This design comes from an exercise in tuning for small area and a short achievable clock period on the open sky130 flow, not from production work. Only simulation tests tie the RTL to the original design; equivalence was not proved. The flow treats the clock pin as an ideal source. Dropping or thinning the clock tree relies on that and would not hold on a real chip. Power and IR drop assume default switching activity.

==> trial 6 <==
Design part4, start of the top module:
module part4(
    input clk,
    input [127:0] a,
    input [127:0] b,
    input cin,
    output [127:0] s,
    output cout
);
    localparam W = 4;
    localparam N = 128 / W;
    wire [128:0] c0;
    wire [127:0] d0s;
    wire [N-1:0] d0g;
    genvar k, i;
    generate
        for (k = 0; k < N; k = k + 1) begin : in_sl
            for (i = 0; i < W; i = i + 1) begin : fa
                localparam n = k*W + i;
                wire ci = (i == 0) ? ((k == 0) ? cin : 1'b0) : c0[n];
                assign d0s[n] = a[n] ^ b[n] ^ ci;
                assign c0[n+1] = (a[n] & b[n]) | (a[n] & ci) | (b[n] & ci);
            end
            assign d0g[k] = c0[k*W+W];
        end
    endgenerate
    reg [127:0] r0s;
    reg [N-1:0] r0gn;    
    always @(posedge clk) begin
        r0s <= d0s;
        r0gn <= ~d0g;
    end
    wire [N-1:0] pn;
    generate
        for (k = 0; k < N; k = k + 1) begin : pr
            assign pn[k] = ~&r0s[k*W +: W];
        end
    endgenerate
    wire [N-1:0] c1;
    part3 #(.L(5)) look (.gn(r0gn), .pn(pn), .c(c1));
    reg [127:0] r1s;
    reg [N:1] r1c;
    always @(posedge clk) begin
        r1s <= r0s;
        r1c <= c1;
    end
    wire [127:0] d2;
    assign d2[W-1:0] = r1s[W-1:0];
    generate
        for (k = 1; k < N; k = k + 1) begin : ic
            for (i = 0; i < W; i = i + 1) begin : bt
                if (i == 0) begin : b0
                    assign d2[k*W] = r1s[k*W] ^ r1c[k];
                end else begin : bn
                    assign d2[k*W+i] = r1s[k*W+i] ^ (r1c[k] & (&r1s[k*W +: i]));
                end
            end
        end
    endgenerate
    reg [128:0] r2, r3, r4, r5, r6, r7;
    always @(posedge clk) begin
        r2 <= {r1c[N], d2};
        r3 <= r2;
        r4 <= r3;
        r5 <= r4;
        r6 <= r5;
        r7 <= r6;
    end
    assign {cout, s} = r7;
endmodule
==> module part3, before the edit <==
module part3 #(
    parameter L = 5
)(
    input  [(1<<L)-1:0] gn,
    input  [(1<<L)-1:0] pn,
    output [(1<<L)-1:0] c
);
    localparam N = 1 << L;
    wire [N-1:0] gg [0:L];
    wire [N-1:0] pp [0:L];
    assign gg[0] = gn;
    assign pp[0] = pn;
    genvar l, j;
    generate
        for (l = 0; l < L; l = l + 1) begin : lv
            for (j = 0; j < N; j = j + 1) begin : nd
                if (j < (1 << l)) begin : pass
                    ginv u (.x(gg[l][j]), .y(gg[l+1][j]));
                    assign pp[l+1][j] = 1'b0;
                end else if (j < (2 << l)) begin : fin
                    if (l % 2 == 0) begin : o
                        go u (.gn_hi(gg[l][j]), .pn_hi(pp[l][j]), .gn_lo(gg[l][j-(1<<l)]), .g(gg[l+1][j]));
                    end else begin : a
                        ga u (.g_hi(gg[l][j]), .p_hi(pp[l][j]), .g_lo(gg[l][j-(1<<l)]), .gn(gg[l+1][j]));
                    end
                    assign pp[l+1][j] = 1'b0;
                end else begin : mid
                    if (l % 2 == 0) begin : o
                        gpo u (.gn_hi(gg[l][j]), .pn_hi(pp[l][j]), .gn_lo(gg[l][j-(1<<l)]), .pn_lo(pp[l][j-(1<<l)]),
                               .g(gg[l+1][j]), .p(pp[l+1][j]));
                    end else begin : a
                        gpa u (.g_hi(gg[l][j]), .p_hi(pp[l][j]), .g_lo(gg[l][j-(1<<l)]), .p_lo(pp[l][j-(1<<l)]),
                               .gn(gg[l+1][j]), .pn(pp[l+1][j]));
                    end
                end
            end
        end
    endgenerate
    assign c = gg[L];
endmodule
==> module part4, before the edit <==
module part4(
    input clk,
    input [127:0] a,
    input [127:0] b,
    input cin,
    output [127:0] s,
    output cout
);
    localparam W = 4;
    localparam N = 128 / W;
    wire [128:0] c0;
    wire [127:0] d0s;
    wire [N-1:0] d0g;
    genvar k, i;
    generate
        for (k = 0; k < N; k = k + 1) begin : in_sl
            for (i = 0; i < W; i = i + 1) begin : fa
                localparam n = k*W + i;
                wire ci = (i == 0) ? ((k == 0) ? cin : 1'b0) : c0[n];
                assign d0s[n] = a[n] ^ b[n] ^ ci;
                assign c0[n+1] = (a[n] & b[n]) | (a[n] & ci) | (b[n] & ci);
            end
            assign d0g[k] = c0[k*W+W];
        end
    endgenerate
    reg [127:0] r0s;
    reg [N-1:0] r0gn;    
    always @(posedge clk) begin
        r0s <= d0s;
        r0gn <= ~d0g;
    end
    wire [N-1:0] pn;
    generate
        for (k = 0; k < N; k = k + 1) begin : pr
            assign pn[k] = ~&r0s[k*W +: W];
        end
    endgenerate
    wire [N-1:0] c1;
    part3 #(.L(5)) look (.gn(r0gn), .pn(pn), .c(c1));
    reg [127:0] r1s;
    reg [N:1] r1c;
    always @(posedge clk) begin
        r1s <= r0s;
        r1c <= c1;
    end
    wire [127:0] d2;
    assign d2[W-1:0] = r1s[W-1:0];
    generate
        for (k = 1; k < N; k = k + 1) begin : ic
            for (i = 0; i < W; i = i + 1) begin : bt
                if (i == 0) begin : b0
                    assign d2[k*W] = r1s[k*W] ^ r1c[k];
                end else begin : bn
                    assign d2[k*W+i] = r1s[k*W+i] ^ (r1c[k] & (&r1s[k*W +: i]));
                end
            end
        end
    endgenerate
    reg [128:0] r2, r3, r4, r5, r6, r7;
    always @(posedge clk) begin
        r2 <= {r1c[N], d2};
        r3 <= r2;
        r4 <= r3;
        r5 <= r4;
        r6 <= r5;
        r7 <= r6;
    end
    assign {cout, s} = r7;
endmodule
==> flow/config.mk <==
export PLATFORM = sky130hd
export DESIGN_NAME = part4
export DESIGN_NICKNAME = part4
export VERILOG_FILES = /design/flow/design.v
export SDC_FILE = /design/flow/constraint.sdc
export NUM_CORES = 4
export LEC_CHECK = 0
export CAP_MARGIN = 20
export CORE_MARGIN = 2
export CORE_UTILIZATION = 60
export CTS_BUF_LIST = sky130_fd_sc_hd__clkbuf_8 sky130_fd_sc_hd__clkbuf_16
export CTS_CLUSTER_DIAMETER = 60
export CTS_CLUSTER_SIZE = 20
export PLACE_DENSITY = 0.75
export SETUP_SLACK_MARGIN = 1.4
export SLEW_MARGIN = 20
export SYNTH_HIERARCHICAL = 1
export SYNTH_MINIMUM_KEEP_SIZE = 0
==> flow/constraint.sdc <==
create_clock -name core_clock -period 3.2 [get_ports {clk}]
set_input_delay 0.6400 -clock core_clock [delete_from_list [all_inputs] [get_ports {clk}]]
set_output_delay 0.6400 -clock core_clock [all_outputs]
set_load 0.01 [all_outputs]
standard.sh (not shown) runs the stock make flow with config.mk's settings and CLKGATE_MAP_FILE= SYNTH_SCRIPT=/design/flow/synth_recipe.tcl, a recipe that flattens the netlist after the stock synthesis.
==> flow/flow/run.sh <==
#!/bin/bash
# The standard layout with two changes: the smallest buffer on the ports
# (the resizer still upsizes those that limit timing), and a shallow
# two-level clock tree (flow/cts_tree.tcl) in place of TritonCTS's.
# make's full output goes to make.log in this folder.
set -euo pipefail
export BUFFER_PORTS_ARGS="-buffer_cell sky130_fd_sc_hd__buf_1"
export PRE_CTS_TCL="$(pwd)/flow/cts_tree.tcl"
bash standard.sh > make.log 2>&1
Other scripts of this flow, unchanged in this note and not shown: flow/flow/cts_tree.tcl
==> build 90: changes against trial 6 <==
==> flow/design.v (replaced) <==
`timescale 1ns / 1ps
module gpo (
    input  gn_hi, pn_hi, gn_lo, pn_lo,
    output g, p
);
    assign g = ~(gn_hi & (pn_hi | gn_lo));
    assign p = ~(pn_hi | pn_lo);
endmodule
module gpa (
    input  g_hi, p_hi, g_lo, p_lo,
    output gn, pn
);
    assign gn = ~(g_hi | (p_hi & g_lo));
    assign pn = ~(p_hi & p_lo);
endmodule
module go (
    input  gn_hi, pn_hi, gn_lo,
    output g
);
    assign g = ~(gn_hi & (pn_hi | gn_lo));
endmodule
module ga (
    input  g_hi, p_hi, g_lo,
    output gn
);
    assign gn = ~(g_hi | (p_hi & g_lo));
endmodule
module ginv (
    input  x,
    output y
);
    assign y = ~x;
endmodule
module part3 #(
    parameter N = 43,
    parameter L = 4
)(
    input  [N-1:0]          gn,
    input  [N-1:0]          pn,
    output [(1<<L)-1:0]     c,
    output [(N-1)/2-1:1<<L] g,
    output [(N-1)/2-1:1<<L] p
);
    localparam M = (N - 1) / 2;
    wire [M-1:0] gg [0:L];
    wire [M-1:0] pp [0:L];
    genvar l, m;
    generate
        for (m = 0; m < M; m = m + 1) begin : pr
            if (m == 0) begin : fin
                go u (.gn_hi(gn[1]), .pn_hi(pn[1]), .gn_lo(gn[0]), .g(gg[0][0]));
                assign pp[0][0] = 1'b0;
            end else begin : mid
                gpo u (.gn_hi(gn[2*m+1]), .pn_hi(pn[2*m+1]), .gn_lo(gn[2*m]), .pn_lo(pn[2*m]),
                       .g(gg[0][m]), .p(pp[0][m]));
            end
        end
        for (l = 0; l < L; l = l + 1) begin : lv
            for (m = 0; m < M; m = m + 1) begin : nd
                if (m < (1 << l)) begin : pass
                    ginv u (.x(gg[l][m]), .y(gg[l+1][m]));
                    assign pp[l+1][m] = 1'b0;
                end else if (m < (2 << l)) begin : fin
                    if (l % 2 == 0) begin : a
                        ga u (.g_hi(gg[l][m]), .p_hi(pp[l][m]), .g_lo(gg[l][m-(1<<l)]), .gn(gg[l+1][m]));
                    end else begin : o
                        go u (.gn_hi(gg[l][m]), .pn_hi(pp[l][m]), .gn_lo(gg[l][m-(1<<l)]), .g(gg[l+1][m]));
                    end
                    assign pp[l+1][m] = 1'b0;
                end else begin : mid
                    if (l % 2 == 0) begin : a
                        gpa u (.g_hi(gg[l][m]), .p_hi(pp[l][m]), .g_lo(gg[l][m-(1<<l)]), .p_lo(pp[l][m-(1<<l)]),
                               .gn(gg[l+1][m]), .pn(pp[l+1][m]));
                    end else begin : o
                        gpo u (.gn_hi(gg[l][m]), .pn_hi(pp[l][m]), .gn_lo(gg[l][m-(1<<l)]), .pn_lo(pp[l][m-(1<<l)]),
                               .g(gg[l+1][m]), .p(pp[l+1][m]));
                    end
                end
            end
        end
    endgenerate
    assign c = gg[L][(1<<L)-1:0];
    assign g = gg[L][M-1:1<<L];
    assign p = pp[L][M-1:1<<L];
endmodule
`timescale 1ns / 1ps
module part4(
    input clk,
    input [127:0] a,
    input [127:0] b,
    input cin,
    output [127:0] s,
    output cout
);
    localparam N = 43;
    localparam M = (N - 1) / 2;    
    localparam L = 4;              
    localparam F = 1 << L;         
    wire [128:0] c0;
    wire [127:0] d0s;
    wire [N-1:0] d0g;
    genvar j, i;
    generate
        for (i = 0; i < 128; i = i + 1) begin : fa
            wire ci = (i == 0) ? cin : (i % 3 == 2) ? 1'b0 : c0[i];
            assign d0s[i] = a[i] ^ b[i] ^ ci;
            assign c0[i+1] = (a[i] & b[i]) | (a[i] & ci) | (b[i] & ci);
        end
        for (j = 0; j < N; j = j + 1) begin : sg
            assign d0g[j] = c0[3*j+2];
        end
    endgenerate
    reg [127:0] r0s;
    reg [N-1:0] r0gn;    
    always @(posedge clk) begin
        r0s <= d0s;
        r0gn <= ~d0g;
    end
    wire [N-1:0] pn0;
    assign pn0[0] = ~&r0s[1:0];
    generate
        for (j = 1; j < N; j = j + 1) begin : p0
            assign pn0[j] = ~&r0s[3*j-1 +: 3];
        end
    endgenerate
    wire [F-1:0] c1;
    wire [M-1:F] g1, p1;
    part3 #(.N(N), .L(L)) look (.gn(r0gn), .pn(pn0), .c(c1), .g(g1), .p(p1));
    reg [127:0] r1s;
    reg [F-1:0] r1c;         
    reg [M-1:F] r1g, r1p;    
    reg [M:0]   r1gn;        
    wire [M:0]  gn_even;
    generate
        for (j = 0; j <= M; j = j + 1) begin : ev
            assign gn_even[j] = r0gn[2*j];
        end
    endgenerate
    always @(posedge clk) begin
        r1s <= r0s;
        r1c <= c1;
        r1g <= g1;
        r1p <= p1;
        r1gn <= gn_even;
    end
    wire [N-1:0] co;         
    generate
        for (j = 0; j < N; j = j + 1) begin : fc
            if (j == 0) begin : s0
                assign co[0] = ~r1gn[0];
            end else if (j % 2 == 1 && (j - 1) / 2 < F) begin : odd_done
                assign co[j] = r1c[(j-1)/2];
            end else if (j % 2 == 1) begin : odd
                assign co[j] = r1g[(j-1)/2] | (r1p[(j-1)/2] & r1c[(j-1)/2 - F]);
            end else begin : even
                assign co[j] = ~r1gn[j/2] | ((&r1s[3*j-1 +: 3]) & co[j-1]);
            end
        end
    endgenerate
    wire [127:0] d2;
    assign d2[1:0] = r1s[1:0];
    generate
        for (j = 1; j < N; j = j + 1) begin : ic
            for (i = 0; i < 3; i = i + 1) begin : bt
                if (i == 0) begin : b0
                    assign d2[3*j-1] = r1s[3*j-1] ^ co[j-1];
                end else begin : bn
                    assign d2[3*j-1+i] = r1s[3*j-1+i] ^ (co[j-1] & (&r1s[3*j-1 +: i]));
                end
            end
        end
    endgenerate
    reg [128:0] r2, r3, r4, r5, r6, r7;
    always @(posedge clk) begin
        r2 <= {co[N-1], d2};
        r3 <= r2;
        r4 <= r3;
        r5 <= r4;
        r6 <= r5;
        r7 <= r6;
    end
    assign {cout, s} = r7;
endmodule
Settings changed: CTS_BUF_LIST sky130_fd_sc_hd__clkbuf_8 sky130_fd_sc_hd__clkbuf_16 to not set, CTS_CLUSTER_DIAMETER 60 to not set, CTS_CLUSTER_SIZE 20 to not set, SETUP_SLACK_MARGIN 1.4 to 1.5.
==> qor summary <==
quantity                                                          build 90                  trial 6
Post-detailed-placement half-perimeter wirelength                 32800 um                 34300 um
Relative max-transition margin                                       0.699                    0.744
Data arrival time of the critical path                             0.97 ns                  2.18 ns
Clock Latency Late Sink                                            0.40 ns                  0.39 ns
Std-Cell Rows                                                           79                       78
Vertical extent of the die                                          220 um                   219 um
Area added between synthesis and finish                              12.6%                    14.6%
Sort of element at the start of the critical path                     flop                input pin
Starting Density                                                     0.606                    0.608
Sw power                                                           5540 uW                  5550 uW
Non-Clock Inverter Count                                                69                       68
Power per cell area                                            805 mW/mm^2              795 mW/mm^2
Worst Clk Skew                                                   0.0374 ns                0.0178 ns
DRT met1 WL                                                       18200 um                 18800 um
Switching part of the total                                          0.218                    0.220
Vias per cell                                                         4.54                     4.58
Slew at the pin with the worst max-slew slack                     0.451 ns                 0.383 ns
Critical path launch point                                           r7[6]                    a[52]
Overall Power                                                     25500 uW                 25200 uW
Global routing met2 resource utilization                             0.303                    0.332
Count of inserted tapcells                                             607                      600
Outcome                                            complete, no violations  complete, no violations
End point of the critical path                                        s[6]                  r0s[55]
Launch point of the worst hold path                                r6[110]                  r4[110]
Number of filler instances in the final layout                        3208                     3078
Highest clock frequency the design can meet                        622 MHz                  544 MHz
Final cell utilization of the core                                   0.682                    0.697
In every run of this note, the design's own scripts or RTL, not TritonCTS, make the clock network.

==> what the ideal ports hide <==
Ports are ideal in the flow. The routed layouts listed here were re-timed in OpenROAD. Step 1 sets driving cells, clkbuf_16 on the clock port and buf_2 on the other inputs (assumed; they add their load-dependent delay and slew). Step 2 also shifts input and output timing later by t, the mid clock arrival at the registers, as if the neighbouring blocks saw the same clock. a / b / c = ideal / step 1 / step 2; a / b = the first two.
run | t (ns) | setup WS [ns] | worst register clock-pin slew, ns | worst slew at a driven data input, ns | pins driven straight from the clock port
trial 6 | 0.493 | 1.361 / 1.429 / 0.949 | 0.12 / 0.12 | 0.08 | 4
build 90 | 0.497 | 1.592 / 1.476 / 1.278 | 0.12 / 0.12 | 0.07 | 4
After both steps every run listed still meets setup and hold. The setup slack of trial 6, which loses most, moves by +0.068 ns with the drivers and by -0.412 ns with both steps.
